This design comes from an exercise in tuning for small area and a short achievable clock period on the open sky130 flow, not from production work. No functional check of the RTL was part of any run shown here.

==> flow/design.v, too long to show whole: its modules and the start of the top module <==
// module pipelined_array_multiplier: 1817 lines
// module mul_fa: 10 lines
// module mul_bpp: 10 lines
// module mul_ha: 9 lines
// module mul_xnor: 7 lines
// module mul_or: 7 lines
module pipelined_array_multiplier (
    input  logic        clk_i,
    input  logic        clk_en_i,
    input  logic        rst_n_i,
    input  logic [31:0] multiplicand_i,
    input  logic [31:0] multiplier_i,
    input  logic        data_valid_i,
    output logic [63:0] product_o,
    output logic        data_valid_o
);
  // ...
==> flow/flow/run.sh <==
#!/bin/bash
# Layout flow: the standard ORFS flow (standard.sh, unchanged synthesis),
# with timing repair asked to leave 7.0 ns of setup slack at the design's
# clock period, so that it sizes and buffers the critical paths.
set -euo pipefail
cd "$(dirname "$0")/.."
bash standard.sh synth > flow_synth.log 2>&1
bash standard.sh SETUP_SLACK_MARGIN=7.0  finish > flow_layout.log 2>&1
==> flow/standard.sh <==
#!/bin/bash
# synth_recipe.tcl (not shown) runs the flow's synth.tcl, then flattens the netlist and writes it again
# the make line also repeats each setting of config.mk as NAME=value (left out here)
make -C /OpenROAD-flow-scripts/flow DESIGN_CONFIG=/design/flow/config.mk WORK_HOME=/design/flow/orfs CLKGATE_MAP_FILE= SYNTH_SCRIPT=/design/flow/synth_recipe.tcl "${@:-finish}"
==> flow/config.mk <==
export PLATFORM = sky130hd
export DESIGN_NAME = pipelined_array_multiplier
export DESIGN_NICKNAME = pipelined_array_multiplier
export VERILOG_FILES = /design/flow/design.v
export SDC_FILE = /design/flow/constraint.sdc
export NUM_CORES = 4
export LEC_CHECK = 0
export CAP_MARGIN = 20
export CORE_MARGIN = 2
export CORE_UTILIZATION = 40
export SLEW_MARGIN = 20
export SYNTH_HIERARCHICAL = 1
export SYNTH_MINIMUM_KEEP_SIZE = 0
==> flow/constraint.sdc <==
create_clock -name core_clock -period 11.0 [get_ports {clk_i}]
set_input_delay 2.2000 -clock core_clock [delete_from_list [all_inputs] [get_ports {clk_i}]]
set_output_delay 2.2000 -clock core_clock [all_outputs]
set_load 0.01 [all_outputs]
==> impl_metrics.yaml, run 1 <==
run_status:
  status: "timing/DRC/antenna clean"
cells_and_area:
  multi_input_area_share_pct: 61.7
  design_area_um2: 43800
  fillers: 6923
  max_flop_register: "cs_q"
  n_all_buffers: 508
  dominant_cells: "multi-input combinational cells"
  clockNetworkAreaShare_pct: 2.62
  final_cells: 4211
  final_cell_mix: "a22oi_2 (512), xor2_1 (498), edfxtp_1 (255)"
timing:
  setup_violations: 0
  fin_ws_ns: 5.99
  max_freq_mhz: 200
  relSlewSlack_pct: 40.5
cts:
  cts_made_buffers: 35
  htreeDepth: 2
  cts_hold_buf: 0
  clkSinkCount: 258
  clkTransAtPathRegs_ns: 0.06
  cts-root-buf: "clkbuf_16"
min_path:
  hold_end: "v_q[1]$_SDFFE_PN0P_"
die:
  dieArea_um2: 85900
  placementRows: 106
critical_path:
  worstPathBufferInverterCount: 4
  cpMostUsedCell: "fa_2"
  cp_num_cells: 15
  critPathRequiredTime_ns: 11.27
  worstSetupPathType: "register to register"
placed_design:
  placed_cell_area_um2: 37500
drt:
  wl_met2_um: 56900
  dr.pass1.iters: 5
  vias: 26200
  highest_layer: "met4"
grt:
  grt_usage_pct: 30.8
  grt_remaining_overflow: 0
synthesis:
  synth_most_common_cell: "xor2_1"
  synth.avg_cell_area_um2: 13.0
  synthAdderAreaFrac_pct: 30.8
==> run 2: changes to the inputs <==
--- a/flow/design.v
+++ b/flow/design.v
@@ -9,51 +9,56 @@
     output logic        data_valid_o
 );
     logic [2:0] v_q;
     always_ff @(posedge clk_i) begin
         if (!rst_n_i) v_q <= '0;
         else if (clk_en_i) v_q <= {v_q[1:0], data_valid_i};
     end
     assign data_valid_o = v_q[2];
-    logic [31:0] a_q, b_q;
-    always_ff @(posedge clk_i) begin
-        if (clk_en_i) begin
-            a_q <= multiplicand_i;
-            b_q <= multiplier_i;
-        end
-    end
     logic [33:0] bx;
-    assign bx = {2'b00, b_q};
+    assign bx = {2'b00, multiplier_i};
     logic [15:0] neg, one, two;
-    logic [32:0] ax;
-    assign ax = {a_q, 1'b0};
-    logic [15:0][32:0] ppn;   
-    for (genvar i = 0; i < 16; i++) begin : g_booth
+    for (genvar i = 0; i < 16; i++) begin : g_enc
         logic b_lo;
         if (i == 0) begin : g_first
             assign b_lo = 1'b0;
         end else begin : g_next
             assign b_lo = bx[2*i-1];
         end
         assign neg[i] = bx[2*i+1];
         assign one[i] = bx[2*i] ^ b_lo;
         assign two[i] = (bx[2*i+1] & ~bx[2*i] & ~b_lo) | (~bx[2*i+1] & bx[2*i] & b_lo);
-        for (genvar j = 0; j < 33; j++) begin : g_bit
-            if (j == 32) begin : g_top
-                assign ppn[i][j] = ~((ax[j] & two[i]) ^ neg[i]);
-            end else begin : g_mid
-                mul_bpp u_bpp (.a_i(a_q[j]), .a1_i(ax[j]), .one_i(one[i]), .two_i(two[i]), .neg_i(neg[i]), .ppn_o(ppn[i][j]));
-            end
+    end
+    logic [31:0] a_q;
+    logic [15:0] neg_q, one_q, two_q;
+    logic        b31_q;
+    always_ff @(posedge clk_i) begin
+        if (clk_en_i) begin
+            a_q   <= multiplicand_i;
+            neg_q <= neg;
+            one_q <= one;
+            two_q <= two;
+            b31_q <= multiplier_i[31];
         end
     end
+    logic [32:0] ax;
+    assign ax = {a_q, 1'b0};
+    logic [15:0][32:0] ppn;
+    for (genvar i = 0; i < 16; i++) begin : g_booth
+        mul_bpp0 u_bpp0 (.a_i(a_q[0]), .one_i(one_q[i]), .neg_i(neg_q[i]), .ppn_o(ppn[i][0]));
+        for (genvar j = 1; j < 32; j++) begin : g_bit
+            mul_bpp u_bpp (.a_i(a_q[j]), .a1_i(a_q[j-1]), .one_i(one_q[i]), .two_i(two_q[i]), .neg_i(neg_q[i]), .ppn_o(ppn[i][j]));
+        end
+        mul_bpp0 u_bpp32 (.a_i(a_q[31]), .one_i(two_q[i]), .neg_i(neg_q[i]), .ppn_o(ppn[i][32]));
+    end
     logic [31:0] ppn16;
-    assign ppn16 = ~(a_q & {32{b_q[31]}});
+    assign ppn16 = ~(a_q & {32{b31_q}});
     logic [15:0] negn;
-    assign negn = ~neg;
+    assign negn = ~neg_q;
     logic [126:0] cs_q;
     logic s1;
     logic c2;
     logic s3;
     logic c4;
     logic s5;
     logic c6;
     logic s7;
@@ -1382,17 +1387,17 @@
     mul_fa u_fa218 (.a_i(c460), .b_i(s481), .c_i(s483), .s_o(s495), .c_o(c496));
     mul_fa u_fa219 (.a_i(s485), .b_i(s487), .c_i(s489), .s_o(s497), .c_o(c498));
     mul_fa u_fa220 (.a_i(c462), .b_i(c464), .c_i(s491), .s_o(s499), .c_o(c500));
     mul_fa u_fa221 (.a_i(s493), .b_i(c466), .c_i(s495), .s_o(s501), .c_o(c502));
     mul_fa u_fa222 (.a_i(s497), .b_i(c468), .c_i(c470), .s_o(s503), .c_o(c504));
     mul_fa u_fa223 (.a_i(s499), .b_i(c472), .c_i(s501), .s_o(s505), .c_o(c506));
     mul_fa u_fa224 (.a_i(c474), .b_i(s503), .c_i(s505), .s_o(s507), .c_o(c508));
     mul_fa u_fa225 (.a_i(c476), .b_i(s507), .c_i(c478), .s_o(s509), .c_o(c510));
-    mul_ha u_ha1 (.a_i(neg[0]), .b_i(ppn16[1]), .s_o(s511), .c_o(c512));
+    mul_ha u_ha1 (.a_i(neg_q[0]), .b_i(ppn16[1]), .s_o(s511), .c_o(c512));
     mul_fa u_fa226 (.a_i(ppn[10][13]), .b_i(ppn[11][11]), .c_i(ppn[12][9]), .s_o(s513), .c_o(c514));
     mul_fa u_fa227 (.a_i(ppn[13][7]), .b_i(ppn[14][5]), .c_i(ppn[15][3]), .s_o(s515), .c_o(c516));
     mul_fa u_fa228 (.a_i(ppn[1][31]), .b_i(ppn[2][29]), .c_i(ppn[3][27]), .s_o(s517), .c_o(c518));
     mul_fa u_fa229 (.a_i(ppn[4][25]), .b_i(ppn[5][23]), .c_i(ppn[6][21]), .s_o(s519), .c_o(c520));
     mul_fa u_fa230 (.a_i(ppn[7][19]), .b_i(ppn[8][17]), .c_i(ppn[9][15]), .s_o(s521), .c_o(c522));
     mul_fa u_fa231 (.a_i(s511), .b_i(c482), .c_i(c484), .s_o(s523), .c_o(c524));
     mul_fa u_fa232 (.a_i(c486), .b_i(c488), .c_i(c490), .s_o(s525), .c_o(c526));
     mul_fa u_fa233 (.a_i(s513), .b_i(s515), .c_i(s517), .s_o(s527), .c_o(c528));
@@ -1416,17 +1421,17 @@
     mul_fa u_fa248 (.a_i(s551), .b_i(s553), .c_i(c524), .s_o(s561), .c_o(c562));
     mul_fa u_fa249 (.a_i(c526), .b_i(s555), .c_i(s557), .s_o(s563), .c_o(c564));
     mul_fa u_fa250 (.a_i(c528), .b_i(s559), .c_i(c530), .s_o(s565), .c_o(c566));
     mul_fa u_fa251 (.a_i(c532), .b_i(s561), .c_i(s563), .s_o(s567), .c_o(c568));
     mul_fa u_fa252 (.a_i(c534), .b_i(s565), .c_i(c536), .s_o(s569), .c_o(c570));
     mul_fa u_fa253 (.a_i(s567), .b_i(c538), .c_i(s569), .s_o(s571), .c_o(c572));
     mul_xnor u_hans32 (.a_i(c540), .b_i(s571), .y_o(s573));
     mul_or u_hanc32 (.a_i(c540), .b_i(s571), .y_o(c574));
-    mul_fa u_fa254 (.a_i(neg[1]), .b_i(ppn16[3]), .c_i(ppn[10][15]), .s_o(s575), .c_o(c576));
+    mul_fa u_fa254 (.a_i(neg_q[1]), .b_i(ppn16[3]), .c_i(ppn[10][15]), .s_o(s575), .c_o(c576));
     mul_fa u_fa255 (.a_i(ppn[11][13]), .b_i(ppn[12][11]), .c_i(ppn[13][9]), .s_o(s577), .c_o(c578));
     mul_fa u_fa256 (.a_i(ppn[14][7]), .b_i(ppn[15][5]), .c_i(ppn[2][31]), .s_o(s579), .c_o(c580));
     mul_fa u_fa257 (.a_i(ppn[3][29]), .b_i(ppn[4][27]), .c_i(ppn[5][25]), .s_o(s581), .c_o(c582));
     mul_fa u_fa258 (.a_i(ppn[6][23]), .b_i(ppn[7][21]), .c_i(ppn[8][19]), .s_o(s583), .c_o(c584));
     mul_fa u_fa259 (.a_i(ppn[9][17]), .b_i(c544), .c_i(c546), .s_o(s585), .c_o(c586));
     mul_fa u_fa260 (.a_i(c548), .b_i(c550), .c_i(c552), .s_o(s587), .c_o(c588));
     mul_fa u_fa261 (.a_i(s575), .b_i(s577), .c_i(s579), .s_o(s589), .c_o(c590));
     mul_fa u_fa262 (.a_i(s581), .b_i(s583), .c_i(c554), .s_o(s591), .c_o(c592));
@@ -1447,17 +1452,17 @@
     mul_fa u_fa276 (.a_i(s611), .b_i(s613), .c_i(c586), .s_o(s621), .c_o(c622));
     mul_fa u_fa277 (.a_i(c588), .b_i(s615), .c_i(s617), .s_o(s623), .c_o(c624));
     mul_fa u_fa278 (.a_i(c590), .b_i(s619), .c_i(c592), .s_o(s625), .c_o(c626));
     mul_fa u_fa279 (.a_i(c594), .b_i(s621), .c_i(s623), .s_o(s627), .c_o(c628));
     mul_fa u_fa280 (.a_i(c596), .b_i(s625), .c_i(c598), .s_o(s629), .c_o(c630));
     mul_fa u_fa281 (.a_i(s627), .b_i(c600), .c_i(s629), .s_o(s631), .c_o(c632));
     mul_xnor u_hans33 (.a_i(c602), .b_i(s631), .y_o(s633));
     mul_or u_hanc33 (.a_i(c602), .b_i(s631), .y_o(c634));
-    mul_fa u_fa282 (.a_i(neg[2]), .b_i(ppn16[5]), .c_i(ppn[10][17]), .s_o(s635), .c_o(c636));
+    mul_fa u_fa282 (.a_i(neg_q[2]), .b_i(ppn16[5]), .c_i(ppn[10][17]), .s_o(s635), .c_o(c636));
     mul_fa u_fa283 (.a_i(ppn[11][15]), .b_i(ppn[12][13]), .c_i(ppn[13][11]), .s_o(s637), .c_o(c638));
     mul_fa u_fa284 (.a_i(ppn[14][9]), .b_i(ppn[15][7]), .c_i(ppn[3][31]), .s_o(s639), .c_o(c640));
     mul_fa u_fa285 (.a_i(ppn[4][29]), .b_i(ppn[5][27]), .c_i(ppn[6][25]), .s_o(s641), .c_o(c642));
     mul_fa u_fa286 (.a_i(ppn[7][23]), .b_i(ppn[8][21]), .c_i(ppn[9][19]), .s_o(s643), .c_o(c644));
     mul_fa u_fa287 (.a_i(c606), .b_i(c608), .c_i(c610), .s_o(s645), .c_o(c646));
     mul_fa u_fa288 (.a_i(c612), .b_i(c614), .c_i(s635), .s_o(s647), .c_o(c648));
     mul_fa u_fa289 (.a_i(s637), .b_i(s639), .c_i(s641), .s_o(s649), .c_o(c650));
     mul_fa u_fa290 (.a_i(s643), .b_i(c616), .c_i(c618), .s_o(s651), .c_o(c652));
@@ -1476,17 +1481,17 @@
     mul_fa u_fa302 (.a_i(s665), .b_i(s667), .c_i(s669), .s_o(s677), .c_o(c678));
     mul_fa u_fa303 (.a_i(s671), .b_i(c646), .c_i(s673), .s_o(s679), .c_o(c680));
     mul_fa u_fa304 (.a_i(s675), .b_i(c648), .c_i(c650), .s_o(s681), .c_o(c682));
     mul_fa u_fa305 (.a_i(s677), .b_i(c652), .c_i(s679), .s_o(s683), .c_o(c684));
     mul_fa u_fa306 (.a_i(c654), .b_i(s681), .c_i(c656), .s_o(s685), .c_o(c686));
     mul_fa u_fa307 (.a_i(s683), .b_i(c658), .c_i(s685), .s_o(s687), .c_o(c688));
     mul_xnor u_hans34 (.a_i(c660), .b_i(s687), .y_o(s689));
     mul_or u_hanc34 (.a_i(c660), .b_i(s687), .y_o(c690));
-    mul_fa u_fa308 (.a_i(neg[3]), .b_i(ppn16[7]), .c_i(ppn[10][19]), .s_o(s691), .c_o(c692));
+    mul_fa u_fa308 (.a_i(neg_q[3]), .b_i(ppn16[7]), .c_i(ppn[10][19]), .s_o(s691), .c_o(c692));
     mul_fa u_fa309 (.a_i(ppn[11][17]), .b_i(ppn[12][15]), .c_i(ppn[13][13]), .s_o(s693), .c_o(c694));
     mul_fa u_fa310 (.a_i(ppn[14][11]), .b_i(ppn[15][9]), .c_i(ppn[4][31]), .s_o(s695), .c_o(c696));
     mul_fa u_fa311 (.a_i(ppn[5][29]), .b_i(ppn[6][27]), .c_i(ppn[7][25]), .s_o(s697), .c_o(c698));
     mul_fa u_fa312 (.a_i(ppn[8][23]), .b_i(ppn[9][21]), .c_i(c664), .s_o(s699), .c_o(c700));
     mul_fa u_fa313 (.a_i(c666), .b_i(c668), .c_i(c670), .s_o(s701), .c_o(c702));
     mul_fa u_fa314 (.a_i(c672), .b_i(s691), .c_i(s693), .s_o(s703), .c_o(c704));
     mul_fa u_fa315 (.a_i(s695), .b_i(s697), .c_i(s699), .s_o(s705), .c_o(c706));
     mul_fa u_fa316 (.a_i(c674), .b_i(c676), .c_i(s701), .s_o(s707), .c_o(c708));
@@ -1503,17 +1508,17 @@
     mul_fa u_fa326 (.a_i(c698), .b_i(s719), .c_i(s721), .s_o(s729), .c_o(c730));
     mul_fa u_fa327 (.a_i(s723), .b_i(c700), .c_i(s725), .s_o(s731), .c_o(c732));
     mul_fa u_fa328 (.a_i(c702), .b_i(s727), .c_i(c704), .s_o(s733), .c_o(c734));
     mul_fa u_fa329 (.a_i(s729), .b_i(c706), .c_i(s731), .s_o(s735), .c_o(c736));
     mul_fa u_fa330 (.a_i(c708), .b_i(s733), .c_i(c710), .s_o(s737), .c_o(c738));
     mul_fa u_fa331 (.a_i(s735), .b_i(c712), .c_i(s737), .s_o(s739), .c_o(c740));
     mul_xnor u_hans35 (.a_i(c714), .b_i(s739), .y_o(s741));
     mul_or u_hanc35 (.a_i(c714), .b_i(s739), .y_o(c742));
-    mul_fa u_fa332 (.a_i(neg[4]), .b_i(ppn16[9]), .c_i(ppn[10][21]), .s_o(s743), .c_o(c744));
+    mul_fa u_fa332 (.a_i(neg_q[4]), .b_i(ppn16[9]), .c_i(ppn[10][21]), .s_o(s743), .c_o(c744));
     mul_fa u_fa333 (.a_i(ppn[11][19]), .b_i(ppn[12][17]), .c_i(ppn[13][15]), .s_o(s745), .c_o(c746));
     mul_fa u_fa334 (.a_i(ppn[14][13]), .b_i(ppn[15][11]), .c_i(ppn[5][31]), .s_o(s747), .c_o(c748));
     mul_fa u_fa335 (.a_i(ppn[6][29]), .b_i(ppn[7][27]), .c_i(ppn[8][25]), .s_o(s749), .c_o(c750));
     mul_fa u_fa336 (.a_i(ppn[9][23]), .b_i(c718), .c_i(c720), .s_o(s751), .c_o(c752));
     mul_fa u_fa337 (.a_i(c722), .b_i(c724), .c_i(s743), .s_o(s753), .c_o(c754));
     mul_fa u_fa338 (.a_i(s745), .b_i(s747), .c_i(s749), .s_o(s755), .c_o(c756));
     mul_fa u_fa339 (.a_i(c726), .b_i(c728), .c_i(s751), .s_o(s757), .c_o(c758));
     mul_fa u_fa340 (.a_i(c730), .b_i(s753), .c_i(s755), .s_o(s759), .c_o(c760));
@@ -1528,17 +1533,17 @@
     mul_fa u_fa348 (.a_i(c746), .b_i(c748), .c_i(c750), .s_o(s777), .c_o(c778));
     mul_fa u_fa349 (.a_i(s769), .b_i(s771), .c_i(s773), .s_o(s779), .c_o(c780));
     mul_fa u_fa350 (.a_i(c752), .b_i(s775), .c_i(s777), .s_o(s781), .c_o(c782));
     mul_fa u_fa351 (.a_i(c754), .b_i(c756), .c_i(s779), .s_o(s783), .c_o(c784));
     mul_fa u_fa352 (.a_i(c758), .b_i(s781), .c_i(c760), .s_o(s785), .c_o(c786));
     mul_fa u_fa353 (.a_i(s783), .b_i(c762), .c_i(s785), .s_o(s787), .c_o(c788));
     mul_xnor u_hans36 (.a_i(c764), .b_i(s787), .y_o(s789));
     mul_or u_hanc36 (.a_i(c764), .b_i(s787), .y_o(c790));
-    mul_fa u_fa354 (.a_i(neg[5]), .b_i(ppn16[11]), .c_i(ppn[10][23]), .s_o(s791), .c_o(c792));
+    mul_fa u_fa354 (.a_i(neg_q[5]), .b_i(ppn16[11]), .c_i(ppn[10][23]), .s_o(s791), .c_o(c792));
     mul_fa u_fa355 (.a_i(ppn[11][21]), .b_i(ppn[12][19]), .c_i(ppn[13][17]), .s_o(s793), .c_o(c794));
     mul_fa u_fa356 (.a_i(ppn[14][15]), .b_i(ppn[15][13]), .c_i(ppn[6][31]), .s_o(s795), .c_o(c796));
     mul_fa u_fa357 (.a_i(ppn[7][29]), .b_i(ppn[8][27]), .c_i(ppn[9][25]), .s_o(s797), .c_o(c798));
     mul_fa u_fa358 (.a_i(c768), .b_i(c770), .c_i(c772), .s_o(s799), .c_o(c800));
     mul_fa u_fa359 (.a_i(c774), .b_i(s791), .c_i(s793), .s_o(s801), .c_o(c802));
     mul_fa u_fa360 (.a_i(s795), .b_i(s797), .c_i(c776), .s_o(s803), .c_o(c804));
     mul_fa u_fa361 (.a_i(c778), .b_i(s799), .c_i(c780), .s_o(s805), .c_o(c806));
     mul_fa u_fa362 (.a_i(s801), .b_i(c782), .c_i(s803), .s_o(s807), .c_o(c808));
@@ -1551,17 +1556,17 @@
     mul_fa u_fa368 (.a_i(s813), .b_i(c792), .c_i(c794), .s_o(s821), .c_o(c822));
     mul_fa u_fa369 (.a_i(c796), .b_i(c798), .c_i(s815), .s_o(s823), .c_o(c824));
     mul_fa u_fa370 (.a_i(s817), .b_i(s819), .c_i(c800), .s_o(s825), .c_o(c826));
     mul_fa u_fa371 (.a_i(s821), .b_i(c802), .c_i(s823), .s_o(s827), .c_o(c828));
     mul_fa u_fa372 (.a_i(c804), .b_i(s825), .c_i(c806), .s_o(s829), .c_o(c830));
     mul_fa u_fa373 (.a_i(s827), .b_i(c808), .c_i(s829), .s_o(s831), .c_o(c832));
     mul_xnor u_hans37 (.a_i(c810), .b_i(s831), .y_o(s833));
     mul_or u_hanc37 (.a_i(c810), .b_i(s831), .y_o(c834));
-    mul_fa u_fa374 (.a_i(neg[6]), .b_i(ppn16[13]), .c_i(ppn[10][25]), .s_o(s835), .c_o(c836));
+    mul_fa u_fa374 (.a_i(neg_q[6]), .b_i(ppn16[13]), .c_i(ppn[10][25]), .s_o(s835), .c_o(c836));
     mul_fa u_fa375 (.a_i(ppn[11][23]), .b_i(ppn[12][21]), .c_i(ppn[13][19]), .s_o(s837), .c_o(c838));
     mul_fa u_fa376 (.a_i(ppn[14][17]), .b_i(ppn[15][15]), .c_i(ppn[7][31]), .s_o(s839), .c_o(c840));
     mul_fa u_fa377 (.a_i(ppn[8][29]), .b_i(ppn[9][27]), .c_i(c814), .s_o(s841), .c_o(c842));
     mul_fa u_fa378 (.a_i(c816), .b_i(c818), .c_i(c820), .s_o(s843), .c_o(c844));
     mul_fa u_fa379 (.a_i(s835), .b_i(s837), .c_i(s839), .s_o(s845), .c_o(c846));
     mul_fa u_fa380 (.a_i(s841), .b_i(c822), .c_i(s843), .s_o(s847), .c_o(c848));
     mul_fa u_fa381 (.a_i(c824), .b_i(s845), .c_i(c826), .s_o(s849), .c_o(c850));
     mul_fa u_fa382 (.a_i(s847), .b_i(c828), .c_i(s849), .s_o(s851), .c_o(c852));
@@ -1572,17 +1577,17 @@
     mul_fa u_fa386 (.a_i(ppn[8][30]), .b_i(ppn[9][28]), .c_i(s855), .s_o(s861), .c_o(c862));
     mul_fa u_fa387 (.a_i(c836), .b_i(c838), .c_i(c840), .s_o(s863), .c_o(c864));
     mul_fa u_fa388 (.a_i(s857), .b_i(s859), .c_i(c842), .s_o(s865), .c_o(c866));
     mul_fa u_fa389 (.a_i(s861), .b_i(c844), .c_i(s863), .s_o(s867), .c_o(c868));
     mul_fa u_fa390 (.a_i(c846), .b_i(s865), .c_i(c848), .s_o(s869), .c_o(c870));
     mul_fa u_fa391 (.a_i(s867), .b_i(c850), .c_i(s869), .s_o(s871), .c_o(c872));
     mul_xnor u_hans38 (.a_i(c852), .b_i(s871), .y_o(s873));
     mul_or u_hanc38 (.a_i(c852), .b_i(s871), .y_o(c874));
-    mul_fa u_fa392 (.a_i(neg[7]), .b_i(ppn16[15]), .c_i(ppn[10][27]), .s_o(s875), .c_o(c876));
+    mul_fa u_fa392 (.a_i(neg_q[7]), .b_i(ppn16[15]), .c_i(ppn[10][27]), .s_o(s875), .c_o(c876));
     mul_fa u_fa393 (.a_i(ppn[11][25]), .b_i(ppn[12][23]), .c_i(ppn[13][21]), .s_o(s877), .c_o(c878));
     mul_fa u_fa394 (.a_i(ppn[14][19]), .b_i(ppn[15][17]), .c_i(ppn[8][31]), .s_o(s879), .c_o(c880));
     mul_fa u_fa395 (.a_i(ppn[9][29]), .b_i(c856), .c_i(c858), .s_o(s881), .c_o(c882));
     mul_fa u_fa396 (.a_i(c860), .b_i(s875), .c_i(s877), .s_o(s883), .c_o(c884));
     mul_fa u_fa397 (.a_i(s879), .b_i(c862), .c_i(c864), .s_o(s885), .c_o(c886));
     mul_fa u_fa398 (.a_i(s881), .b_i(s883), .c_i(c866), .s_o(s887), .c_o(c888));
     mul_fa u_fa399 (.a_i(c868), .b_i(s885), .c_i(s887), .s_o(s889), .c_o(c890));
     mul_fa u_fa400 (.a_i(c870), .b_i(s889), .c_i(c872), .s_o(s891), .c_o(c892));
@@ -1591,94 +1596,94 @@
     mul_fa u_fa402 (.a_i(ppn[14][20]), .b_i(ppn[15][18]), .c_i(ppn[8][32]), .s_o(s897), .c_o(c898));
     mul_fa u_fa403 (.a_i(ppn[9][30]), .b_i(s893), .c_i(c876), .s_o(s899), .c_o(c900));
     mul_fa u_fa404 (.a_i(c878), .b_i(c880), .c_i(s895), .s_o(s901), .c_o(c902));
     mul_fa u_fa405 (.a_i(s897), .b_i(c882), .c_i(s899), .s_o(s903), .c_o(c904));
     mul_fa u_fa406 (.a_i(c884), .b_i(s901), .c_i(c886), .s_o(s905), .c_o(c906));
     mul_fa u_fa407 (.a_i(s903), .b_i(c888), .c_i(s905), .s_o(s907), .c_o(c908));
     mul_xnor u_hans39 (.a_i(c890), .b_i(s907), .y_o(s909));
     mul_or u_hanc39 (.a_i(c890), .b_i(s907), .y_o(c910));
-    mul_fa u_fa408 (.a_i(neg[8]), .b_i(ppn16[17]), .c_i(ppn[10][29]), .s_o(s911), .c_o(c912));
+    mul_fa u_fa408 (.a_i(neg_q[8]), .b_i(ppn16[17]), .c_i(ppn[10][29]), .s_o(s911), .c_o(c912));
     mul_fa u_fa409 (.a_i(ppn[11][27]), .b_i(ppn[12][25]), .c_i(ppn[13][23]), .s_o(s913), .c_o(c914));
     mul_fa u_fa410 (.a_i(ppn[14][21]), .b_i(ppn[15][19]), .c_i(ppn[9][31]), .s_o(s915), .c_o(c916));
     mul_fa u_fa411 (.a_i(c894), .b_i(c896), .c_i(c898), .s_o(s917), .c_o(c918));
     mul_fa u_fa412 (.a_i(s911), .b_i(s913), .c_i(s915), .s_o(s919), .c_o(c920));
     mul_fa u_fa413 (.a_i(c900), .b_i(s917), .c_i(c902), .s_o(s921), .c_o(c922));
     mul_fa u_fa414 (.a_i(s919), .b_i(c904), .c_i(s921), .s_o(s923), .c_o(c924));
     mul_fa u_fa415 (.a_i(c906), .b_i(s923), .c_i(c908), .s_o(s925), .c_o(c926));
     mul_ha u_ha10 (.a_i(ppn16[18]), .b_i(ppn[10][30]), .s_o(s927), .c_o(c928));
     mul_fa u_fa416 (.a_i(ppn[11][28]), .b_i(ppn[12][26]), .c_i(ppn[13][24]), .s_o(s929), .c_o(c930));
     mul_fa u_fa417 (.a_i(ppn[14][22]), .b_i(ppn[15][20]), .c_i(ppn[9][32]), .s_o(s931), .c_o(c932));
     mul_fa u_fa418 (.a_i(s927), .b_i(c912), .c_i(c914), .s_o(s933), .c_o(c934));
     mul_fa u_fa419 (.a_i(c916), .b_i(s929), .c_i(s931), .s_o(s935), .c_o(c936));
     mul_fa u_fa420 (.a_i(c918), .b_i(s933), .c_i(c920), .s_o(s937), .c_o(c938));
     mul_fa u_fa421 (.a_i(s935), .b_i(c922), .c_i(s937), .s_o(s939), .c_o(c940));
     mul_xnor u_hans40 (.a_i(c924), .b_i(s939), .y_o(s941));
     mul_or u_hanc40 (.a_i(c924), .b_i(s939), .y_o(c942));
-    mul_fa u_fa422 (.a_i(neg[9]), .b_i(ppn16[19]), .c_i(ppn[10][31]), .s_o(s943), .c_o(c944));
+    mul_fa u_fa422 (.a_i(neg_q[9]), .b_i(ppn16[19]), .c_i(ppn[10][31]), .s_o(s943), .c_o(c944));
     mul_fa u_fa423 (.a_i(ppn[11][29]), .b_i(ppn[12][27]), .c_i(ppn[13][25]), .s_o(s945), .c_o(c946));
     mul_fa u_fa424 (.a_i(ppn[14][23]), .b_i(ppn[15][21]), .c_i(c928), .s_o(s947), .c_o(c948));
     mul_fa u_fa425 (.a_i(c930), .b_i(c932), .c_i(s943), .s_o(s949), .c_o(c950));
     mul_fa u_fa426 (.a_i(s945), .b_i(s947), .c_i(c934), .s_o(s951), .c_o(c952));
     mul_fa u_fa427 (.a_i(c936), .b_i(s949), .c_i(s951), .s_o(s953), .c_o(c954));
     mul_fa u_fa428 (.a_i(c938), .b_i(s953), .c_i(c940), .s_o(s955), .c_o(c956));
     mul_ha u_ha11 (.a_i(ppn16[20]), .b_i(ppn[10][32]), .s_o(s957), .c_o(c958));
     mul_fa u_fa429 (.a_i(ppn[11][30]), .b_i(ppn[12][28]), .c_i(ppn[13][26]), .s_o(s959), .c_o(c960));
     mul_fa u_fa430 (.a_i(ppn[14][24]), .b_i(ppn[15][22]), .c_i(s957), .s_o(s961), .c_o(c962));
     mul_fa u_fa431 (.a_i(c944), .b_i(c946), .c_i(s959), .s_o(s963), .c_o(c964));
     mul_fa u_fa432 (.a_i(c948), .b_i(s961), .c_i(c950), .s_o(s965), .c_o(c966));
     mul_fa u_fa433 (.a_i(s963), .b_i(c952), .c_i(s965), .s_o(s967), .c_o(c968));
     mul_xnor u_hans41 (.a_i(c954), .b_i(s967), .y_o(s969));
     mul_or u_hanc41 (.a_i(c954), .b_i(s967), .y_o(c970));
-    mul_fa u_fa434 (.a_i(neg[10]), .b_i(ppn16[21]), .c_i(ppn[11][31]), .s_o(s971), .c_o(c972));
+    mul_fa u_fa434 (.a_i(neg_q[10]), .b_i(ppn16[21]), .c_i(ppn[11][31]), .s_o(s971), .c_o(c972));
     mul_fa u_fa435 (.a_i(ppn[12][29]), .b_i(ppn[13][27]), .c_i(ppn[14][25]), .s_o(s973), .c_o(c974));
     mul_fa u_fa436 (.a_i(ppn[15][23]), .b_i(c958), .c_i(c960), .s_o(s975), .c_o(c976));
     mul_fa u_fa437 (.a_i(s971), .b_i(s973), .c_i(c962), .s_o(s977), .c_o(c978));
     mul_fa u_fa438 (.a_i(s975), .b_i(c964), .c_i(s977), .s_o(s979), .c_o(c980));
     mul_fa u_fa439 (.a_i(c966), .b_i(s979), .c_i(c968), .s_o(s981), .c_o(c982));
     mul_ha u_ha12 (.a_i(ppn16[22]), .b_i(ppn[11][32]), .s_o(s983), .c_o(c984));
     mul_fa u_fa440 (.a_i(ppn[12][30]), .b_i(ppn[13][28]), .c_i(ppn[14][26]), .s_o(s985), .c_o(c986));
     mul_fa u_fa441 (.a_i(ppn[15][24]), .b_i(s983), .c_i(c972), .s_o(s987), .c_o(c988));
     mul_fa u_fa442 (.a_i(c974), .b_i(s985), .c_i(c976), .s_o(s989), .c_o(c990));
     mul_fa u_fa443 (.a_i(s987), .b_i(c978), .c_i(s989), .s_o(s991), .c_o(c992));
     mul_xnor u_hans42 (.a_i(c980), .b_i(s991), .y_o(s993));
     mul_or u_hanc42 (.a_i(c980), .b_i(s991), .y_o(c994));
-    mul_fa u_fa444 (.a_i(neg[11]), .b_i(ppn16[23]), .c_i(ppn[12][31]), .s_o(s995), .c_o(c996));
+    mul_fa u_fa444 (.a_i(neg_q[11]), .b_i(ppn16[23]), .c_i(ppn[12][31]), .s_o(s995), .c_o(c996));
     mul_fa u_fa445 (.a_i(ppn[13][29]), .b_i(ppn[14][27]), .c_i(ppn[15][25]), .s_o(s997), .c_o(c998));
     mul_fa u_fa446 (.a_i(c984), .b_i(c986), .c_i(s995), .s_o(s999), .c_o(c1000));
     mul_fa u_fa447 (.a_i(s997), .b_i(c988), .c_i(s999), .s_o(s1001), .c_o(c1002));
     mul_fa u_fa448 (.a_i(c990), .b_i(s1001), .c_i(c992), .s_o(s1003), .c_o(c1004));
     mul_ha u_ha13 (.a_i(ppn16[24]), .b_i(ppn[12][32]), .s_o(s1005), .c_o(c1006));
     mul_fa u_fa449 (.a_i(ppn[13][30]), .b_i(ppn[14][28]), .c_i(ppn[15][26]), .s_o(s1007), .c_o(c1008));
     mul_fa u_fa450 (.a_i(s1005), .b_i(c996), .c_i(c998), .s_o(s1009), .c_o(c1010));
     mul_fa u_fa451 (.a_i(s1007), .b_i(s1009), .c_i(c1000), .s_o(s1011), .c_o(c1012));
     mul_xnor u_hans43 (.a_i(c1002), .b_i(s1011), .y_o(s1013));
     mul_or u_hanc43 (.a_i(c1002), .b_i(s1011), .y_o(c1014));
-    mul_fa u_fa452 (.a_i(neg[12]), .b_i(ppn16[25]), .c_i(ppn[13][31]), .s_o(s1015), .c_o(c1016));
+    mul_fa u_fa452 (.a_i(neg_q[12]), .b_i(ppn16[25]), .c_i(ppn[13][31]), .s_o(s1015), .c_o(c1016));
     mul_fa u_fa453 (.a_i(ppn[14][29]), .b_i(ppn[15][27]), .c_i(c1006), .s_o(s1017), .c_o(c1018));
     mul_fa u_fa454 (.a_i(c1008), .b_i(s1015), .c_i(s1017), .s_o(s1019), .c_o(c1020));
     mul_fa u_fa455 (.a_i(c1010), .b_i(s1019), .c_i(c1012), .s_o(s1021), .c_o(c1022));
     mul_ha u_ha14 (.a_i(ppn16[26]), .b_i(ppn[13][32]), .s_o(s1023), .c_o(c1024));
     mul_fa u_fa456 (.a_i(ppn[14][30]), .b_i(ppn[15][28]), .c_i(s1023), .s_o(s1025), .c_o(c1026));
     mul_fa u_fa457 (.a_i(c1016), .b_i(c1018), .c_i(s1025), .s_o(s1027), .c_o(c1028));
     mul_xnor u_hans44 (.a_i(c1020), .b_i(s1027), .y_o(s1029));
     mul_or u_hanc44 (.a_i(c1020), .b_i(s1027), .y_o(c1030));
-    mul_fa u_fa458 (.a_i(neg[13]), .b_i(ppn16[27]), .c_i(ppn[14][31]), .s_o(s1031), .c_o(c1032));
+    mul_fa u_fa458 (.a_i(neg_q[13]), .b_i(ppn16[27]), .c_i(ppn[14][31]), .s_o(s1031), .c_o(c1032));
     mul_fa u_fa459 (.a_i(ppn[15][29]), .b_i(c1024), .c_i(s1031), .s_o(s1033), .c_o(c1034));
     mul_fa u_fa460 (.a_i(c1026), .b_i(s1033), .c_i(c1028), .s_o(s1035), .c_o(c1036));
     mul_ha u_ha15 (.a_i(ppn16[28]), .b_i(ppn[14][32]), .s_o(s1037), .c_o(c1038));
     mul_fa u_fa461 (.a_i(ppn[15][30]), .b_i(s1037), .c_i(c1032), .s_o(s1039), .c_o(c1040));
     mul_xnor u_hans45 (.a_i(s1039), .b_i(c1034), .y_o(s1041));
     mul_or u_hanc45 (.a_i(s1039), .b_i(c1034), .y_o(c1042));
-    mul_fa u_fa462 (.a_i(neg[14]), .b_i(ppn16[29]), .c_i(ppn[15][31]), .s_o(s1043), .c_o(c1044));
+    mul_fa u_fa462 (.a_i(neg_q[14]), .b_i(ppn16[29]), .c_i(ppn[15][31]), .s_o(s1043), .c_o(c1044));
     mul_fa u_fa463 (.a_i(c1038), .b_i(s1043), .c_i(c1040), .s_o(s1045), .c_o(c1046));
     mul_ha u_ha16 (.a_i(ppn16[30]), .b_i(ppn[15][32]), .s_o(s1047), .c_o(c1048));
     mul_xnor u_hans46 (.a_i(s1047), .b_i(c1044), .y_o(s1049));
     mul_or u_hanc46 (.a_i(s1047), .b_i(c1044), .y_o(c1050));
-    mul_fa u_fa464 (.a_i(neg[15]), .b_i(ppn16[31]), .c_i(c1048), .s_o(s1051), .c_o(c1052));
+    mul_fa u_fa464 (.a_i(neg_q[15]), .b_i(ppn16[31]), .c_i(c1048), .s_o(s1051), .c_o(c1052));
     always_ff @(posedge clk_i) begin
         if (clk_en_i) begin
             cs_q[0] <= negn[0];   
             cs_q[1] <= ppn[0][1];   
             cs_q[2] <= ppn[1][0];   
             cs_q[3] <= c2;   
             cs_q[4] <= s5;   
             cs_q[5] <= s9;   
@@ -1830,16 +1835,24 @@
     input  logic a1_i,
     input  logic one_i,
     input  logic two_i,
     input  logic neg_i,
     output logic ppn_o
 );
     assign ppn_o = ~(((a_i & one_i) | (a1_i & two_i)) ^ neg_i);
 endmodule
+module mul_bpp0 (
+    input  logic a_i,
+    input  logic one_i,
+    input  logic neg_i,
+    output logic ppn_o
+);
+    assign ppn_o = ~((a_i & one_i) ^ neg_i);
+endmodule
 module mul_ha (
     input  logic a_i,
     input  logic b_i,
     output logic s_o,
     output logic c_o
 );
     assign s_o = a_i ^ b_i;
     assign c_o = a_i & b_i;
==> flow/run.sh (new file) <==
#!/bin/bash
# synth_recipe.tcl (not shown) runs the flow's synth.tcl, then flattens the netlist and writes it again
# the make line also repeats each setting of config.mk as NAME=value (left out here)
make -C /OpenROAD-flow-scripts/flow DESIGN_CONFIG=/design/flow/config.mk WORK_HOME=/design/flow/orfs CLKGATE_MAP_FILE= SYNTH_SCRIPT=/design/flow/synth_recipe.tcl finish
removed: flow/flow/run.sh
removed: flow/standard.sh
==> run 2 against run 1 <==
  * Sequential share of layout area increased by 3.7 points
  * Count of clock-buffer cells in the layout increased by 1
  * Via count shrank 7.7%
  * Still clean on timing, DRC and antenna
  * Clock skew fell by 0.019 ns
  * Synthesized cell count grew 2.9%
==> impl_metrics.yaml, run 2 <==
run_status:
  status: "timing/DRC/antenna clean"
grt:
  grt_max_degree: 88
  grt_usage_pct: 25.8
  grt_remaining_overflow: 0
  grt_pass1_wl_um: 169000
  grt_pass1_vias: 26200
  antenna_found_initial: 0
drt:
  ant_nets: 0
  vias: 24200
  routed_wl_um: 112000
  via_per_inst: 5.99
  avgRoutedWirePerCell_um: 27.8
  dr.pass1.iters: 5
  drtIter0Drc: 2072
  remaining_drc_errors: 0
cells_and_area:
  syn_to_final_growth_pct: 12.7
  final_cell_mix: "xor2_1 (563), a22oi_2 (497), fa_1 (464)"
  layout_commonest_cell: "xor2_1"
  largest_reg_flops: 127
  reg.largest.list: "cs_q: 127 flops, p_q: 64 flops, a_q: 32 flops"
  drive_gt1_share_pct: 22.5
  max_flop_register: "cs_q"
  nets: 3479
  utilization_pct: 45.4
  final_cells: 4039
synthesis:
  synth_commonest_cells: "xor2_1 (563), a22oi_2 (497), fa_1 (464)"
  synth_edf_count: 271
  synth.avg_cell_area_um2: 12.9
  yosysSeqAreaShare_pct: 24.0
  synthFlopType: "edfxtp_1"
  synthTopCellsByArea: "fa_1 (27%), edfxtp_1 (24%), a22oi_2 (18%), xor2_1 (14%), ha_1 (2.9%)"
  netlist_area_um2: 34200
  ys_seq_elements: 274
  synth-async-reset-ratio_pct: 0
  netlist_instances: 2649
  synth_top_cell_by_area: "fa_1"
  yosysWarnings: 7
  yosysUniqueCellTypes: 76
  synth_top_area_share_pct: 27.2
  synth_most_common_cell: "xor2_1"
critical_path:
  startpoint: "b31_q$_DFFE_PP_"
  reg2reg_from: "b31_q$_DFFE_PP_"
  worstSetupPathType: "register to register"
  slowest_delay_ns: 0.55
  cp_slowest_cell: "buf_4"
  cp_top_family: "adder cells"
  cp_cell_sequence: "buf_4, buf_4, xor2_1, fa_1, fa_1, fa_1, fa_1, fa_1, fa_1, fa_1"
  cpMostUsedCell: "fa_1"
  critPathRequiredTime_ns: 11.29
  worstPathBufferInverterCount: 2
  end_kind: "register"
  path_max_fanout: 39
  critPathArrivalTime_ns: 5.14
  critPathLaunchType: "register"
placed_design:
  dp_slack_ns: 6.19
  hpwlAfterDp_um: 72200
  port_buffers: 132
  placed_cells: 3976
  gp_congestion: 0.908
timing:
  final_max_slew_viol_count: 0
  setup_violations: 0
  relSlewSlack_pct: 43.1
  worst_slew_pin_slew_ns: 0.854
  finClkSkew_ns: 0.0213
  fin_ws_ns: 6.15
  setup_tns_ns: 0
  max_freq_mhz: 206
  min_period_ns: 4.85
  timing.final.crit_share_pct: 44.1
  whs_ns: 0.526
  rsz0062_at_grt: "false"
  hold_violations: 0
cts:
  htreeDepth: 2
  post_cts_buffers: 0
  clkSinkCount: 274
  tritoncts: "built"
  clock_path_buffers: 3
  cts_hold_buf: 0
  clk_latency_ns: 0.56
  cts-root-buf: "clkbuf_16"
  cts_made_buffers: 34
  clkTransAtPathRegs_ns: 0.06
  cts-resized-gates: 0
die:
  die_w_um: 296
  ios: 133
  start_util_pct: 40.3
  dieArea_um2: 87800
  coreArea_um2: 84900
  die_h_um: 296
  placementRows: 107
min_path:
  min_from: "v_q[0]$_SDFFE_PN0P_"
  hp-class: "register to register"
run:
  cap_violations: 0
run 2: Yosys stat by module, one instance, submodules excluded:
module                      flip-flops and latches  times used
mul_bpp                                          0         496
mul_bpp0                                         0          32
mul_ha                                           0          16
mul_or                                           0          46
mul_xnor                                         0          46
pipelined_array_multiplier                     274           1
mul_fa                                           0         464
run 2: cell families (layout without fill, tap and decap cells):
family / count (synthesis) / after routing / synth area share (%)
other cells: 0 / 1 / 0
xor+xnor: 642 / 642 / 16.5
fa+ha+maj: 543 / 543 / 30.1
simple gates: 359 / 359 / 5.40
buf+inv: 68 / 313 / 0.915
flops: 274 / 274 / 24.0
mux: 7 / 7 / 0.205
compound gates: 756 / 756 / 22.9
run 2: tightest hold or removal path, cell delays in order, from the launching register on:
cell and delay (ns):
dfxtp_1 0.31, mux2i_1 0.12, nor2b_1 0.05
run 2: cell type report:
cell class,instances,area [µm²]
Tap cell,1144,1430
Clock inverter,22,225
Sequential cell,274,8200
Timing Repair Buffer,217,1960
Inverter,34,128
Antenna cell,1,2.50
Multi-Input combinational cell,2307,25700
Clock buffer,40,895
Fill cell,7786,46400
run 2: path summary, 6_finish.rpt:
kind,to,slack [ns],cells after the start
setup / recovery,cs_q[98]$_DFFE_PP_,6.15,10
hold / removal,v_q[0]$_SDFFE_PN0P_,0.53,2
setup reg to reg,cs_q[98]$_DFFE_PP_,6.15,10
hold reg to reg,v_q[0]$_SDFFE_PN0P_,0.53,2
run 2: routing by layer:
metal / wire length (µm) / GRT usage (%) / share of wire (%) / vias up
li1: - / - / - / 10200
met1: 47800 / 35.1 / 43 / 12600
met2: 51400 / 41.0 / 46 / 1151
met3: 9000 / 5.01 / 8.0 / 243
met4: 3870 / 9.04 / 3.4 / 0
met5: 0 / 0 / 0 / -
run 2: per-stage QoR:
stage | instance area (µm²)
floorplan | 34200
global placement | 37400
detailed placement | 37400
CTS | 38500
global route | 38500
finish | 38500
==> run 3: changes to the inputs <==
==> flow/flow/run.sh (new file) <==
#!/bin/bash
# Layout flow: the standard ORFS flow (standard.sh) with the standard
# synthesis unchanged, plus
#  - after floorplan, combinational cells downsized to their smallest drive
#    strength (flow/downsize.tcl), so that area is only spent where timing
#    repair asks for it;
#  - optionally a chosen buffer cell for the port buffers.
# Settings are in flow/settings.sh. Each tool's output goes to a log here.
set -euo pipefail
cd "$(dirname "$0")/.."
W=$PWD
source flow/settings.sh
args=()
if [[ "$DOWNSIZE" != "none" ]]; then
  args+=("POST_FLOORPLAN_TCL=$W/flow/downsize.tcl" "DOWNSIZE_FAMILIES=$DOWNSIZE")
fi
args+=("SETUP_SLACK_MARGIN=$SETUP_MARGIN")
if [[ -n "$PORT_BUFFER" ]]; then
  args+=("BUFFER_PORTS_ARGS=-buffer_cell $PORT_BUFFER")
fi
args+=($EXTRA)
bash standard.sh synth > flow_synth.log 2>&1
bash standard.sh "${args[@]}" finish > flow_layout.log 2>&1
==> flow/flow/downsize.tcl (new file) <==
# Downsize combinational cells to the smallest drive strength of their
# family (same function and footprint). Timing repair later sizes the
# critical ones back up. Registers and clock cells are left alone.
# DOWNSIZE_FAMILIES: space-separated family names (e.g. a22oi), or "all".
set families [expr {[info exists ::env(DOWNSIZE_FAMILIES)] ? $::env(DOWNSIZE_FAMILIES) : "all"}]
set skip {^(dfxtp|dfxbp|dfrtp|dfrbp|dfstp|dfbbp|dfsbp|dfrtn|dfbbn|edfxtp|edfxbp|sdf.*|sedf.*|dl.*|clk.*|conb|tap.*|fill.*|decap.*|diode.*|probe.*|lpflow.*)$}
set smallest [dict create]
set count 0
foreach inst [get_cells *] {
  set ref [get_property $inst ref_name]
  if {![regexp {^sky130_fd_sc_hd__(.+)_(\d+)$} $ref -> fam drive]} { continue }
  if {[regexp $skip $fam]} { continue }
  if {$families ne "all" && [lsearch -exact $families $fam] < 0} { continue }
  if {![dict exists $smallest $fam]} {
    set best ""
    set best_area 1e9
    foreach lc [get_lib_cells sky130_fd_sc_hd__${fam}_*] {
      set name [get_property $lc name]
      if {![regexp "^sky130_fd_sc_hd__${fam}_\\d+\$" $name]} { continue }
      if {[get_property $lc dont_use]} { continue }
      set a [get_property $lc area]
      if {$a < $best_area} { set best $name; set best_area $a }
    }
    dict set smallest $fam $best
  }
  set to [dict get $smallest $fam]
  if {$to ne "" && $to ne $ref} {
    replace_cell $inst $to
    incr count
  }
}
puts "downsize: replaced $count cells"
==> flow/flow/settings.sh (new file) <==
SETUP_MARGIN=0
DOWNSIZE="a22oi"
PORT_BUFFER=
EXTRA=""
==> flow/standard.sh (new file) <==
#!/bin/bash
# synth_recipe.tcl (not shown) runs the flow's synth.tcl, then flattens the netlist and writes it again
# the make line also repeats each setting of config.mk as NAME=value (left out here)
make -C /OpenROAD-flow-scripts/flow DESIGN_CONFIG=/design/flow/config.mk WORK_HOME=/design/flow/orfs CLKGATE_MAP_FILE= SYNTH_SCRIPT=/design/flow/synth_recipe.tcl "${@:-finish}"
removed: flow/run.sh
==> run 3 against run 2 <==
  * Global-route usage shrank 0.12 points
  * Cell count shrank 0.20%
  * Wire length shrank 0.33%
  * Synthesized area is the same
  * Critical path depth is the same
  * Cell area shrank 6.8%
  * Sequential cell count is the same
  * Fmax shrank 1.2%
  * Largest cell class unchanged
  * Highest routed layer is now met5
==> impl_metrics.yaml, run 3 <==
run_status:
  status: "timing/DRC/antenna clean"
placed_design:
  gp_congestion: 0.906
  placed_cell_area_um2: 34900
  port_buffers: 132
  hpwlAfterDp_um: 70600
synthesis:
  synth_compound_area_share_pct: 22.9
  synth.avg_cell_area_um2: 12.9
  synth-xor-area-share_pct: 16.5
  netlist_instances: 2649
  synth_top_cell_by_area: "fa_1"
  synthSimpleGateAreaFrac_pct: 5.40
  yosysUniqueCellTypes: 76
  yosysSeqAreaShare_pct: 24.0
  synthFlopType: "edfxtp_1"
  synth_top_area_share_pct: 27.2
  synthTopCellsByArea: "fa_1 (27%), edfxtp_1 (24%), a22oi_2 (18%), xor2_1 (14%), ha_1 (2.9%)"
  synthAdderAreaFrac_pct: 30.1
  yosysWarnings: 7
  netlist_area_um2: 34200
  synth-async-reset-ratio_pct: 0
  synth_edf_count: 271
  synthMuxAreaShare_pct: 0.205
  synth_commonest_cells: "xor2_1 (563), a22oi_2 (497), fa_1 (464)"
  synth_most_common_cell: "xor2_1"
  synth_top_family_by_area: "adder cells"
  ys_seq_elements: 274
cts:
  cts-root-buf: "clkbuf_16"
  cts-resized-gates: 0
  cts_made_buffers: 31
  post_cts_buffers: 0
  cts_hold_buf: 0
  clkTransAtPathRegs_ns: 0.07
  clock_path_buffers: 3
  clk_latency_ns: 0.61
  htreeDepth: 1
  clkSinkCount: 274
  tritoncts: "built"
grt:
  antenna_found_initial: 1
  grt_pass1_vias: 26600
  grt_usage_pct: 25.6
  grt_remaining_overflow: 0
  grt_pass1_wl_um: 169000
  grt_max_degree: 91
critical_path:
  cp_slowest_cell: "buf_4"
  cp_top_family: "adder cells"
  slowest_delay_ns: 0.56
  worstSetupPathType: "register to register"
  worstPathBufferInverterCount: 2
  critPathArrivalTime_ns: 5.24
  path_max_fanout: 42
  end_kind: "register"
  critPathRequiredTime_ns: 11.33
  cp_cell_sequence: "buf_4, buf_4, nand2_1, fa_1, fa_1, fa_1, fa_1, fa_1, fa_1, fa_1"
  cpMostUsedCell: "fa_1"
  critPathLaunchType: "register"
drt:
  avgRoutedWirePerCell_um: 27.7
  drtIter0Drc: 2768
  ant_nets: 0
  vias: 24600
  remaining_drc_errors: 0
  via_per_inst: 6.10
  routed_wl_um: 112000
  dr.pass1.iters: 7
die:
  placementRows: 107
  die_h_um: 296
  start_util_pct: 40.3
  dieArea_um2: 87800
  die_w_um: 296
  coreArea_um2: 84900
  ios: 133
timing:
  finClkSkew_ns: 0.0189
  rsz0062_at_grt: "false"
  setup_violations: 0
  worst_slew_pin_slew_ns: 0.841
  hold_violations: 0
  setup_tns_ns: 0
  max_freq_mhz: 204
  relSlewSlack_pct: 43.2
  timing.final.crit_share_pct: 44.6
  final_max_slew_viol_count: 0
  min_period_ns: 4.91
cells_and_area:
  reg.largest.list: "cs_q: 127 flops, p_q: 64 flops, a_q: 32 flops"
  largest_reg_flops: 127
  final_cell_mix: "xor2_1 (563), a22oi_1 (497), fa_1 (464)"
  drive_gt1_share_pct: 5.13
  diodes: 0
  nets: 3475
  max_flop_register: "cs_q"
  layout_commonest_cell: "xor2_1"
  syn_to_final_growth_pct: 4.99
  design_area_um2: 35900
run:
  cap_violations: 0
min_path:
  hp-class: "register to register"
run 3: cell counts after synthesis:
No cell type changed its count.
run 3: per-module statistics from Yosys, one instance, submodules excluded, excerpt:
module	area, µm²	cells	flip-flops and latches	times used
mul_bpp	21.3	2	0	496
mul_fa	20.0	1	0	464
pipelined_array_multiplier	13000	1021	274	1
mul_ha	12.5	1	0	16
mul_xnor	8.76	1	0	46
mul_or	6.26	1	0	46
run 3: tightest hold or removal path, cell delays in order (launching register included):
cell and delay [ns]:
dfxtp_1 0.33, mux2i_1 0.06, nor2b_1 0.09
run 3: kinds of logic after synthesis:
| group | count (synthesis) |
|---|---|
| mux | 7 |
| fa+ha+maj | 543 |
| simple gates | 359 |
| buf+inv | 68 |
| compound gates | 756 |
| flops | 274 |
| xor+xnor | 642 |
run 3: path summary, 6_finish.rpt:
| kind | startpoint | slack (ns) | cells past startpoint | endpoint |
|---|---|---|---|---|
| min reg2reg | v_q[1]$_SDFFE_PN0P_ | 0.52 | 2 | v_q[1]$_SDFFE_PN0P_ |
| min | v_q[1]$_SDFFE_PN0P_ | 0.52 | 2 | v_q[1]$_SDFFE_PN0P_ |
| max reg2reg | b31_q$_DFFE_PP_ | 6.09 | 10 | cs_q[98]$_DFFE_PP_ |
| max | b31_q$_DFFE_PP_ | 6.09 | 10 | cs_q[98]$_DFFE_PP_ |
run 3: through the flow:
stage	std cells	setup slack (ns)	util, %	hold WS [ns]
2_1_floorplan	2649	5.83	-	0.482
6_report	4031	6.09	42.3	0.520
3_5_place_dp	3975	6.14	41.1	0.511
5_1_grt	4031	5.91	42.3	0.545
3_3_place_gp	3975	6.11	41.1	0.497
4_1_cts	4031	6.12	42.3	0.525
run 3: layout make-up:
type / instances / area, µm²
inverters: 34 / 128
clock inverters: 16 / 179
well taps: 1144 / 1430
flip-flops and latches: 274 / 8200
clock buffers: 40 / 810
multi-input cells: 2307 / 23200
repair buffers: 216 / 1960
fillers: 8088 / 49000
run 3: layer usage:
layer	share of wire, %	wire length, µm	GRT usage [%]	vias up
li1	-	-	-	10200
met1	38	42200	32.7	12300
met2	45	50600	40.4	1706
met3	12	13800	8.06	401
met4	4.5	5020	10.5	2
met5	0.012	13	0	-
==> run 4: changes to the inputs <==
==> flow/flow/settings.sh (replaced) <==
SETUP_MARGIN=6.6
DOWNSIZE="all"
PORT_BUFFER=
EXTRA=""
==> run 4 against run 3 <==
  * Critical endpoint unchanged
  * Synthesized cell count unchanged
  * Largest cell class unchanged
  * Via count increased by 4.3%
  * Count of clock-buffer cells in the layout increased by 1
  * Core utilization increased by 3.3 points
==> impl_metrics.yaml, run 4 <==
run_status:
  status: "timing/DRC/antenna clean"
timing:
  finClkSkew_ns: 0.0243
  final_max_slew_viol_count: 0
  min_period_ns: 4.45
  hold_violations: 0
  timing.final.crit_share_pct: 40.5
  relSlewSlack_pct: 29.0
  rsz0062_at_grt: "true"
  setup_violations: 0
  setup_tns_ns: 0
  worst_slew_pin_slew_ns: 1.07
  max_freq_mhz: 225
die:
  ios: 133
  dieArea_um2: 87800
  placementRows: 107
  coreArea_um2: 84900
  start_util_pct: 40.3
  die_h_um: 296
  die_w_um: 296
cts:
  tritoncts: "built"
  htreeDepth: 2
  clkSinkCount: 274
  clock_path_buffers: 3
  cts_hold_buf: 0
  clkTransAtPathRegs_ns: 0.06
  cts-root-buf: "clkbuf_16"
  clk_latency_ns: 0.56
  cts_made_buffers: 35
min_path:
  hp-class: "register to register"
  min_from: "v_q[1]$_SDFFE_PN0P_"
critical_path:
  path_max_fanout: 17
  startpoint: "a_q[8]$_DFFE_PP_"
  critPathArrivalTime_ns: 4.74
  reg2reg_from: "a_q[8]$_DFFE_PP_"
  critPathRequiredTime_ns: 11.29
  end_kind: "register"
  critPathLaunchType: "register"
  worstSetupPathType: "register to register"
grt:
  grt_use_met1_pct: 35.8
  grt_usage_pct: 28.3
  grt_pass1_wl_um: 182000
  grt_remaining_overflow: 0
  met3_usage_pct: 10.7
  grt_max_degree: 82
  grt_pass1_vias: 27100
  global_route.usage.met2_pct: 42.7
  grt.busiest_layer: "met2"
  antenna_found_initial: 2
synthesis:
  yosysSeqAreaShare_pct: 24.0
  synth_top_cell_by_area: "fa_1"
  synth-async-reset-ratio_pct: 0
  synth_top_family_by_area: "adder cells"
  synth_commonest_cells: "xor2_1 (563), a22oi_2 (497), fa_1 (464)"
  synth_edf_count: 271
  synthFlopType: "edfxtp_1"
  yosysUniqueCellTypes: 76
  ys_seq_elements: 274
  synthMuxAreaShare_pct: 0.205
  yosysWarnings: 7
  synth_compound_area_share_pct: 22.9
  synth_top_area_share_pct: 27.2
  netlist_instances: 2649
  synthTopCellsByArea: "fa_1 (27%), edfxtp_1 (24%), a22oi_2 (18%), xor2_1 (14%), ha_1 (2.9%)"
  synthAdderAreaFrac_pct: 30.1
  synth-xor-area-share_pct: 16.5
  synth_most_common_cell: "xor2_1"
  synthSimpleGateAreaFrac_pct: 5.40
  synth.avg_cell_area_um2: 12.9
  netlist_area_um2: 34200
placed_design:
  gp_congestion: 0.939
  hpwlAfterDp_um: 72900
  placed_cell_area_um2: 34800
  port_buffers: 132
cells_and_area:
  largest_reg_flops: 127
  diodes: 0
  design_area_um2: 38700
  seqCellArea_um2: 8200
  reg.largest.list: "cs_q: 127 flops, p_q: 64 flops, a_q: 32 flops"
  nets: 3557
  fillers: 7665
  drive_gt1_share_pct: 12.4
  syn_to_final_growth_pct: 13.2
  max_flop_register: "cs_q"
  final_cell_mix: "xor2_1 (560), a22oi_1 (434), fa_1 (378)"
  layout_commonest_cell: "xor2_1"
  multi_input_area_um2: 23700
run:
  cap_violations: 0
drt:
  dr.pass1.iters: 7
  vias: 25700
  drtIter0Drc: 3302
  remaining_drc_errors: 0
  ant_nets: 0
  avgRoutedWirePerCell_um: 30.5
  routed_wl_um: 126000
  via_per_inst: 6.23
==> run 4: worst paths after layout <==
| path | end | slack [ns] | cells past startpoint |
|---|---|---|---|
| max | cs_q[98]$_DFFE_PP_ | 6.55 | 9 |
| max reg2reg | cs_q[98]$_DFFE_PP_ | 6.55 | 9 |
| min | v_q[1]$_SDFFE_PN0P_ | 0.53 | 2 |
| min reg2reg | v_q[1]$_SDFFE_PN0P_ | 0.53 | 2 |
==> run 4: cell families after synthesis <==
group | count (synthesis)
DFF | 274
adders and majority gates | 543
and+or+nand+nor | 359
xor gates and xnor gates | 642
buffers and inverters | 68
muxes | 7
AOI/OAI and AO/OA | 756
==> run 4: area by class of cell <==
type                       instances  share of cell area [%]
clock buffer                      41                    2.38
tap                             1144                    3.70
multi-input combinational       2307                    61.2
inverter                          34                   0.330
timing repair buffer             294                    10.6
clock inverter                    22                   0.637
sequential                       274                    21.2
==> run 4: critical path: stages (launching register included) <==
cell	delay, ns
edfxtp_1	0.44
buf_12	0.20
a22oi_1	0.22
xor2_1	0.25
fa_2	0.49
fa_1	0.53
fa_1	0.45
fa_1	0.51
fa_2	0.62
fa_1	0.44
==> run 4: stage by stage <==
step	util [%]	instances	hold WS, ns	setup slack, ns
after floorplan	-	2649	0.482	6.07
after global placement	41.0	3975	0.497	6.21
after detailed placement	41.0	3975	0.514	6.11
after CTS	44.7	4093	0.525	6.56
after global routing	45.6	4116	0.546	6.49
final	45.6	4116	0.529	6.55
==> run 4: repair_timing <==
action / in CTS / in global routing
setup endpoints to repair: 44 / 34
pin swaps: 13 / 49
setup buffers: 31 / 18
endpoints found under the hold margin: 0 / 0
gates resized for setup: 236 / 135
gates cloned: 24 / 5
==> run 4: layer usage <==
| metal | vias up | share of wire (%) |
|---|---|---|
| li1 | 10400 | - |
| met1 | 12800 | 37 |
| met2 | 1953 | 44 |
| met3 | 499 | 13 |
| met4 | 4 | 5.7 |
| met5 | - | 0.022 |
==> run 4: Yosys stat by module, one instance, submodules excluded <==
| module | times used | flops+latches |
|---|---|---|
| mul_or | 46 | 0 |
| mul_ha | 16 | 0 |
| mul_bpp0 | 32 | 0 |
| mul_xnor | 46 | 0 |
| pipelined_array_multiplier | 1 | 274 |
| mul_bpp | 496 | 0 |
| mul_fa | 464 | 0 |

[static timing again, ports no longer ideal]
Ports are ideal in the flow. The routed layouts listed here were re-timed in OpenROAD. Step 1 assumes that a clkbuf_16 drives the clock port and a buf_2 every other input. Step 2 adds t to the input delays and takes it off the output delays; t is the mean of the earliest and latest rising clock arrival at the registers after step 1. Input paths then give back, and output paths get back, about the clock's delay inside the block. Three values: ideal ports, drivers, drivers and shift; two values: the first two.
run	t, ns	setup slack, ns	worst setup path at the end	slew at the worst register clock pin (ns)	pins driven straight from the clock port
run 1	0.623	5.994 / 5.994 / 5.994	register to register	0.07 / 0.07	1
run 2	0.609	6.153 / 6.153 / 6.153	register to register	0.06 / 0.06	1
run 3	0.661	6.094 / 6.094 / 6.094	register to register	0.07 / 0.07	1
run 4	0.607	6.550 / 6.550 / 6.550	register to register	0.07 / 0.07	1
After both steps setup and hold are still met in every run listed.
